From an optimization exercise on the open Yosys and OpenROAD flow, aimed at small area; shortcuts taken in it are not production practice. Only the layout flow was run in this run; the RTL was not checked for function there. No activity file was given, so power comes from the tool's default toggle rates.

**flow/config.mk**
```make
export PLATFORM = sky130hd
export DESIGN_NAME = top_module
export DESIGN_NICKNAME = top_module
export VERILOG_FILES = /design/flow/design.v
export SDC_FILE = /design/flow/constraint.sdc
export NUM_CORES = 4
export LEC_CHECK = 0
export CAP_MARGIN = 20
export CORE_MARGIN = 2
export CORE_UTILIZATION = 40
export GPL_TIMING_DRIVEN = 0
export PLACE_DENSITY = 0.6
export SLEW_MARGIN = 20
export SYNTH_HIERARCHICAL = 1
```
**flow/constraint.sdc**
```tcl
create_clock -name core_clock -period 6.5 [get_ports {clk}]
set_input_delay 1.3000 -clock core_clock [delete_from_list [all_inputs] [get_ports {clk}]]
set_output_delay 1.3000 -clock core_clock [all_outputs]
set_load 0.01 [all_outputs]
```
**flow/design.v**
```verilog
module ALU_ADD (
    input [15:0] a,
    input [15:0] b,
    input ci,
    output [15:0] s,
    output co,
    output eq
);
wire [17:0] t = {1'b0, a, 1'b1} + {1'b0, b, ci};
assign s = t[16:1];
assign co = t[17];
assign eq = &(a ^ b);
endmodule
module ADDR_ADD (
    input [15:0] a,
    input [5:0] imm,
    output [15:0] s
);
assign s = a + {{10{imm[5]}}, imm};
endmodule
module ALU_SHIFT (
    input [15:0] a,
    input [3:0] n,
    input right,
    output [15:0] y           
);
wire [15:0] arev;
genvar g;
generate for (g = 0; g < 16; g = g + 1) begin : rev
    assign arev[g] = a[15-g];
end endgenerate
wire [15:0] x = right ? arev : a;
assign y = x << n;
endmodule
module ALU_RESULT (
    input [15:0] a,
    input [15:0] b,
    input [15:0] sum,
    input [15:0] sh,
    input [15:0] ld,
    input gt,
    input s_sum, s_not, s_shl, s_shr, s_and, s_or, s_gt, s_ld,
    output [15:0] y
);
wire [15:0] shrev;
genvar g;
generate for (g = 0; g < 16; g = g + 1) begin : rev
    assign shrev[g] = sh[15-g];
end endgenerate
assign y = ({16{s_sum}} & sum)
         | ({16{s_not}} & ~a)
         | ({16{s_shl}} & sh)
         | ({16{s_shr}} & shrev)
         | ({16{s_and}} & (a & b))
         | ({16{s_or}} & (a | b))
         | ({16{s_ld}} & ld)
         | {15'd0, s_gt & gt};
endmodule
module REG_FILE_MODULE (
    input clk,
    input [7:0] we,           
    input [15:0] wd,
    output [127:0] q          
);
reg [15:0] r0, r1, r2, r3, r4, r5, r6, r7;
always @(posedge clk) begin
    if (we[0]) r0 <= wd;
    if (we[1]) r1 <= wd;
    if (we[2]) r2 <= wd;
    if (we[3]) r3 <= wd;
    if (we[4]) r4 <= wd;
    if (we[5]) r5 <= wd;
    if (we[6]) r6 <= wd;
    if (we[7]) r7 <= wd;
end
assign q = {r7, r6, r5, r4, r3, r2, r1, r0};
endmodule
module RD_PORT (
    input [127:0] q,
    input [7:0] sel,
    output [15:0] d
);
genvar g;
generate for (g = 0; g < 16; g = g + 1) begin : rbit
    wire n0, n1, n2;
    AOI222 x0 (.a1(sel[0]), .a2(q[0*16+g]), .b1(sel[1]), .b2(q[1*16+g]), .c1(sel[2]), .c2(q[2*16+g]), .y(n0));
    AOI222 x1 (.a1(sel[3]), .a2(q[3*16+g]), .b1(sel[4]), .b2(q[4*16+g]), .c1(sel[5]), .c2(q[5*16+g]), .y(n1));
    AOI22  x2 (.a1(sel[6]), .a2(q[6*16+g]), .b1(sel[7]), .b2(q[7*16+g]), .y(n2));
    NAND3  x3 (.a(n0), .b(n1), .c(n2), .y(d[g]));
end endgenerate
endmodule
module AOI222 (input a1, a2, b1, b2, c1, c2, output y);
assign y = ~((a1 & a2) | (b1 & b2) | (c1 & c2));
endmodule
module AOI22 (input a1, a2, b1, b2, output y);
assign y = ~((a1 & a2) | (b1 & b2));
endmodule
module NAND3 (input a, b, c, output y);
assign y = ~(a & b & c);
endmodule
module top_module (
    input clk,
    input rst,
    output [15:0] imem_addr,
    input  [15:0] imem_data,
    output dmem_we,
    output dmem_re,
    output [15:0] dmem_addr,
    output [15:0] dmem_wdata,
    input  [15:0] dmem_rdata
);
    wire [15:0] ins = imem_data;
    wire [3:0] op = ins[15:12];
    wire [2:0] rs = ins[11:9];
    wire [2:0] rt = ins[8:6];
    wire [2:0] rd = ins[5:3];
    wire [15:0] sx = {{10{ins[5]}}, ins[5:0]};
    reg [15:1] pc;
    assign imem_addr = {pc, 1'b0};
    wire is_lw  = (op == 4'b0000);
    wire is_sw  = (op == 4'b0001);
    wire is_sub = (op == 4'b0011);
    wire is_not = (op == 4'b0100);
    wire is_shl = (op == 4'b0101);
    wire is_shr = (op == 4'b0110);
    wire is_and = (op == 4'b0111);
    wire is_or  = (op == 4'b1000);
    wire is_gt  = (op == 4'b1001);
    wire is_beq = (op == 4'b1011);
    wire is_bne = (op == 4'b1100);
    wire is_j   = (op == 4'b1101);
    wire is_mem = is_lw | is_sw;
    wire is_add = (op == 4'b0010) | (op == 4'b1010) | (op == 4'b1110) | (op == 4'b1111);
    wire wen = ~(is_sw | is_beq | is_bne | is_j);
    wire [127:0] q;
    wire [15:0] a, b, wd;
    wire [2:0] wa = is_lw ? rt : rd;
    wire [7:0] we, ra1, ra2;
    genvar g;
    generate for (g = 0; g < 8; g = g + 1) begin : dec
        assign we[g]  = rst | (wen & (wa == g));
        assign ra1[g] = (rs == g);
        assign ra2[g] = (rt == g);
    end endgenerate
    REG_FILE_MODULE gpr (.clk(clk), .we(we), .wd(wd), .q(q));
    RD_PORT rp1 (.q(q), .sel(ra1), .d(a));
    RD_PORT rp2 (.q(q), .sel(ra2), .d(b));
    wire sub = ~is_add;
    wire [15:0] sum;
    wire co, eq;
    ALU_ADD add (.a(a), .b(b ^ {16{sub}}), .ci(sub), .s(sum), .co(co), .eq(eq));
    wire [15:0] maddr;
    ADDR_ADD aadd (.a(a), .imm(ins[5:0]), .s(maddr));
    wire gt = co & ~eq;            
    wire [15:0] sh;
    ALU_SHIFT shf (.a(a), .n(b[3:0]), .right(is_shr), .y(sh));
    wire big = |b[15:4];
    wire nr = ~rst;
    ALU_RESULT resm (
        .a(a), .b(b), .sum(sum), .sh(sh), .ld(dmem_rdata), .gt(gt),
        .s_sum(nr & (is_add | is_sub)), .s_not(nr & is_not),
        .s_shl(nr & is_shl & ~big), .s_shr(nr & is_shr & ~big),
        .s_and(nr & is_and), .s_or(nr & is_or), .s_gt(nr & is_gt), .s_ld(nr & is_lw),
        .y(wd)
    );
    assign dmem_we = is_sw;
    assign dmem_re = is_lw;
    assign dmem_addr = maddr;
    assign dmem_wdata = b;
    wire taken = (is_beq & eq) | (is_bne & ~eq);
    wire [16:0] pct = {1'b0, pc, 1'b1} + {1'b0, taken ? sx[14:0] : 15'd0, 1'b1};
    wire [15:1] pcn = pct[15:1];
    always @(posedge clk) begin
        if (rst) pc <= 15'd0;
        else if (is_j) pc <= {pcn[15:13], ins[11:0]};
        else pc <= pcn;
    end
endmodule
```
**flow/flow/run.sh**
```bash
#!/bin/bash
# The standard layout (standard.sh) with these changes:
#  - synthesis (flow/synth_area.tcl): no full-adder extraction or Kogge-Stone
#    adders, and the final ABC mapping is for area: flow/area.abc, or the
#    script ABC_MODULE_SCRIPTS names for a module. Every step before ABC, and
#    so every register and its cell type, is the standard synthesis's;
#  - every port still gets a buffer, but a sky130_fd_sc_hd__buf_1.
#  - clock tree synthesis without dummy loads (CTS_ARGS below).
#  - timing repair by resizing and pin swaps only (SETUP_MOVE_SEQUENCE).
# Output of the make run: flow_make.log (ORFS's own logs under orfs/logs).
set -euo pipefail
HERE=$(pwd)
sed "s#SYNTH_SCRIPT=[^ ]*#SYNTH_SCRIPT=$HERE/flow/synth_area.tcl ADDER_MAP_FILE= SYNTH_OPERATIONS_ARGS=-noshare#" standard.sh > standard_area.sh
export AREA_ABC_SCRIPT=$HERE/flow/area.abc
export ABC_MODULE_SCRIPTS="ALU_RESULT:$HERE/flow/nfa.abc RD_PORT:$HERE/flow/amap2.abc"
export BUFFER_PORTS_ARGS="-buffer_cell sky130_fd_sc_hd__buf_1"
export CTS_ARGS="-sink_clustering_enable -repair_clock_nets -dont_use_dummy_load -buf_list sky130_fd_sc_hd__clkbuf_8"
export SETUP_MOVE_SEQUENCE="unbuffer,sizeup,swap"
bash standard_area.sh "$@" > flow_make.log 2>&1
```
**flow/flow/amap2.abc**
```
strash
ifraig
scorr
dc2
dch -f
amap
```
**flow/flow/area.abc**
```
strash
dch
amap
```
**flow/flow/nfa.abc**
```
&get -n
&st
&dch
&nf -a -R 1000
&put
```
**flow/flow/synth_area.tcl**
```tcl
# synth_recipe.tcl with the final abc call replaced: each module listed in
# ABC_MODULE_SCRIPTS (module:script pairs) is mapped with its own script,
# then everything left with AREA_ABC_SCRIPT.
proc synth {args} { yosys synth -nofsm -noshare {*}$args }
proc abc_with_script {script argv sel} {
  set i [lsearch -exact $argv -script]
  if { $i >= 0 } { lset argv [expr { $i + 1 }] $script }
  yosys abc {*}$argv {*}$sel
}
proc abc {args} {
  if { [info exists ::env(ABC_MODULE_SCRIPTS)] } {
    foreach pair $::env(ABC_MODULE_SCRIPTS) {
      lassign [split $pair :] m s
      abc_with_script $s $args [list $m]
    }
  }
  abc_with_script $::env(AREA_ABC_SCRIPT) $args {}
}
source $::env(SCRIPTS_DIR)/synth.tcl
# left out here: clear keep_hierarchy, flatten, clean up, hide names made inside functions, write 1_2_yosys.v
```
**flow/standard.sh**
```bash
#!/bin/bash
# synth_recipe.tcl (not shown) runs the flow's synth.tcl, then flattens the netlist and writes it again
# the make line also repeats each setting of config.mk as NAME=value (left out here)
make -C /OpenROAD-flow-scripts/flow DESIGN_CONFIG=/design/flow/config.mk WORK_HOME=/design/flow/orfs CLKGATE_MAP_FILE= SYNTH_SCRIPT=/design/flow/synth_recipe.tcl "${@:-finish}"
```
==> results.txt <==
Yosys cell counts (4+ instances only):
master                       n
sky130_fd_sc_hd__edfxtp_1  128
sky130_fd_sc_hd__o21ai_0    97
sky130_fd_sc_hd__nor2_1     89
sky130_fd_sc_hd__a222oi_1   80
sky130_fd_sc_hd__nand2_1    71
sky130_fd_sc_hd__clkinv_1   66
sky130_fd_sc_hd__a21oi_1    63
sky130_fd_sc_hd__a22oi_1    50
sky130_fd_sc_hd__nand3_1    50
sky130_fd_sc_hd__o22ai_1    31
sky130_fd_sc_hd__nor3_1     26
sky130_fd_sc_hd__nand4_1    18
sky130_fd_sc_hd__o22a_1     17
sky130_fd_sc_hd__dfxtp_1    15
sky130_fd_sc_hd__o221a_1    12
sky130_fd_sc_hd__or2_0      11
sky130_fd_sc_hd__o21a_1      8
sky130_fd_sc_hd__nor2b_1     7
sky130_fd_sc_hd__a31oi_1     6
sky130_fd_sc_hd__o32ai_1     5
sky130_fd_sc_hd__nor4_1      4
final cells by class:
cell class | count | area, um^2 | share of cell area
Multi-Input combinational cell | 671 | 4720 | 0.457
Clock buffer | 17 | 234 | 0.0227
Inverter | 66 | 274 | 0.0265
Sequential cell | 143 | 4140 | 0.401
Buffer | 1 | 7.51 | 0.000727
Tap cell | 275 | 344 | 0.0333
Timing Repair Buffer | 105 | 602 | 0.0583
critical path: stages:
cell                         delay [ps]
sky130_fd_sc_hd__clkbuf_4           180
sky130_fd_sc_hd__clkinvlp_4         160
sky130_fd_sc_hd__nor3_2              60
sky130_fd_sc_hd__buf_4              180
sky130_fd_sc_hd__buf_6              160
sky130_fd_sc_hd__a222oi_1           440
sky130_fd_sc_hd__nand3_2            330
sky130_fd_sc_hd__nand2_2            190
sky130_fd_sc_hd__o21ai_1            170
sky130_fd_sc_hd__o311ai_2           360
sky130_fd_sc_hd__a31oi_4             80
sky130_fd_sc_hd__or4_1              420
sky130_fd_sc_hd__o2111a_2           190
sky130_fd_sc_hd__o311ai_4           250
sky130_fd_sc_hd__nand2_1            100
sky130_fd_sc_hd__o21ai_0            110
sky130_fd_sc_hd__nand2_1             60
sky130_fd_sc_hd__o21ai_0             70
sky130_fd_sc_hd__buf_1              160
modules after synthesis (local to each module, per instance), excerpt:
module           cell area [um^2]  cells  copies in the design
AOI222                       10.0      1                    64
ALU_ADD                       508    108                     1
ADDR_ADD                      439     91                     1
NAND3                        5.00      1                    32
ALU_RESULT                    607     97                     1
top_module                   1430    235                     1
AOI22                        7.51      1                    32
ALU_SHIFT                     578     94                     1
REG_FILE_MODULE              3840    128                     1
sequential cells by signal (all words and copies together), names as in the netlist:
name	cells
gpr.r6	16
gpr.r0	16
gpr.r5	16
pc	15
gpr.r3	16
gpr.r2	16
gpr.r1	16
gpr.r4	16
gpr.r7	16
power breakdown:
| part | internal, W | switching, W |
|---|---|---|
| Combinational | 0.000292 | 0.000639 |
| Clock | 0.000230 | 0.000283 |
| Sequential | 0.00114 | 0.0000510 |
path summary, 6_finish.rpt:
kind / end / slack (ps)
max: dmem_addr[15] / 190
min: pc[15] / 620
max reg2reg: pc[15] / 1350
min reg2reg: pc[15] / 620
cell families after synthesis:
| kind of cell | count (synthesis) |
|---|---|
| DFF | 143 |
| buffers and inverters | 67 |
| other | 1 |
| AOI/OAI and AO/OA | 388 |
| and+or+nand+nor | 282 |
per-stage QoR:
stage / setup WS (ps) / utilization / TNS [ps] / instance area (um^2) / hold slack, ps
after floorplan: 32.1 / - / 0 / 8490 / 618
after global placement: -2620 / 0.438 / -178650 / 9150 / 585
after detailed placement: -2110 / 0.457 / -116260 / 9550 / 596
after CTS: 5.94 / 0.477 / 0 / 9970 / 616
after global routing: -30.7 / 0.494 / -30.7 / 10300 / 659
final: 194 / 0.494 / 0 / 10300 / 617
metal layers:
layer,wire length (um),share of wire
met5,0,0
met4,625,0.021
met3,3240,0.11
met2,13100,0.44
met1,12800,0.43
repair_timing:
action	in CTS	in global routing
pin swaps	15	56
resized for setup	54	93
hold buffers	0	0
setup endpoints to repair	91	51
==> impl_metrics.toml <==
[synthesis]
post_synth_xor_area_fraction = 0
postSynth.asyncResetShare = 0
post_synth_main_area_contributors = "sky130_fd_sc_hd__edfxtp_1 (46%), sky130_fd_sc_hd__a222oi_1 (9.5%), sky130_fd_sc_hd__o21ai_0 (5.8%)"
synthDominantCellAreaShare = 0.455
synth-compound-area-share = 0.328
synthesis.area_um2 = 8440
synth_top_family_by_area = "compound AO/OA/AOI/OAI gates"
post_synthesis_cells = 881
synth_enable_flop_cells = 128
synth-adder-area-share = 0
synth.largest_area_cell = "sky130_fd_sc_hd__edfxtp_1"
synth-seq-area-share = 0.491
syn-mean-instance-area_um2 = 9.58
net_count_after_synthesis = 915
yosysWarnings = 8
postSynth.topFlopCell = "sky130_fd_sc_hd__edfxtp_1"
synth_simple_gate_area_frac = 0.151
proportion_of_synthesized_area_in_mux_cells = 0
synth.distinct_cells = 39
ys_ff_latch = 143

[global_routing]
grt_pass1_vias = 7454
grt_use_met2 = 0.399
grt_pass1_wl_um = 43900
largest_net_degree_at_the_start_of_global_routing = 35
grt_busiest_layer = "met2"
gr-usage-met1 = 0.383
grt_util_all_layers = 0.264
antenna_found_initial = 0
groute.layer.met3.usage = 0.0523
global_route.overflow_total = 0

[sta]
timing.final.setup_violations = 0
post-route-min-period_ps = 6310
fmax_mhz = 159
post_route_fraction_of_the_period_consumed_by_the_critical_path = 0.970
final.setup_skew_ps = 32.0
grt_setup_unrepaired = "yes"
slew-limit-headroom = 0.312
timing_worst_slew_pin_value_ps = 1030
hold_vio_cnt_final = 0
timing_max_transition_violations_final = 0

[cts]
postCtsSetupRepairBufs = 0
cts_tree = "done"
path_clk_slew_ps = 80
clock-sinks = 143
ctsHtreeMaxLevel = 4
cts-root-to-sink-buffers = 2
source_to_sink_clock_delay_at_the_later_pin_of_the_worst_skew_pair_ps = 450
cts_buffers = 17
clock-root-buffer = "sky130_fd_sc_hd__clkbuf_8"

[die]
num_rows = 53
die-width_um = 149
die-area_um2 = 22300
core_um2 = 20900
io_pins = 84
die_height_um = 149
initial_utilization = 0.404

[power_and_ir_drop]
power.density_cell_area_nw_per_um2 = 255
power.total_w = 0.00263
p_leak_nw = 3.41
peakVddDrop_mv = 0.185

[flow_run]
max_cap_violations = 0

[route]
drt-vias-per-instance = 6.66
drt_pre_antenna_iters = 7
drtIter0Drc = 1282
wl_per_cell_um = 23.4
remaining_routing_drc_violations = 0
route.vias.total = 8513
postRouteWirelength_um = 29800
antenna_left = 0

[worst_setup_path]
timing.critical_path.required_ps = 5200
cp_data_arrival_time_ps = 5010
worst_r2r_path_depth = 23
setup.worst_path.class = "in2out"
timing.rr.start = "gpr.r3[13]"
worst_setup_path_end_kind = "primary output"
critPathLaunch = "imem_data[9]"
crit_path_start_kind = "primary input"
worstPathMaxFanout = 10

[finish]
layout-area-overhead-vs-synth_pct = 22.3
layout_commonest_cell = "sky130_fd_sc_hd__edfxtp_1"
design.final.nets = 1039
layout_common_cells = "sky130_fd_sc_hd__edfxtp_1 (128), sky130_fd_sc_hd__nor2_1 (83), sky130_fd_sc_hd__a222oi_1 (80)"
final_layout_size_suffix_gt1_frac = 0.162
fill_cells = 1946
finish.cell_count_without_fillers = 1278
n_antenna_cell = 0

[status]
result_of_the_run = "no timing/DRC/antenna violations"

[worst_hold_path]
worstHoldStart = "pc[15]"
min_path_cells = 3
holdCritPathClass = "reg2reg"

[placed_design]
dp.cells = 1261
detailed_place_hpwl_um = 21200
finalWeightedCongestion = 0.912
portBuffers = 82

==> port drivers added, routing unchanged <==
The results above use ideal ports. As a check the final layout listed here was re-extracted and re-timed, cells and wires unchanged.
Step 1: set_driving_cell puts a clkbuf_16 on clk and a buf_2 on each other input, an assumption about the parent block.
Step 2, shift: input delay + t, output delay - t, t = (earliest + latest rising clock arrival at the registers) / 2. This alone moves slack from input paths to output paths.
Slacks: ideal ports / drivers / drivers and shift; pairs: ideal ports / drivers.
t (ns): 0.476
setup WS [ns]: 0.194 / 0.173 / -0.256
hold slack, ns: 0.617 / 0.617 / 0.617
Met with ideal ports but missed after step 2: setup timing in this run. For this run, drivers alone change the setup slack by -0.021 ns; drivers and shift together by -0.450 ns.
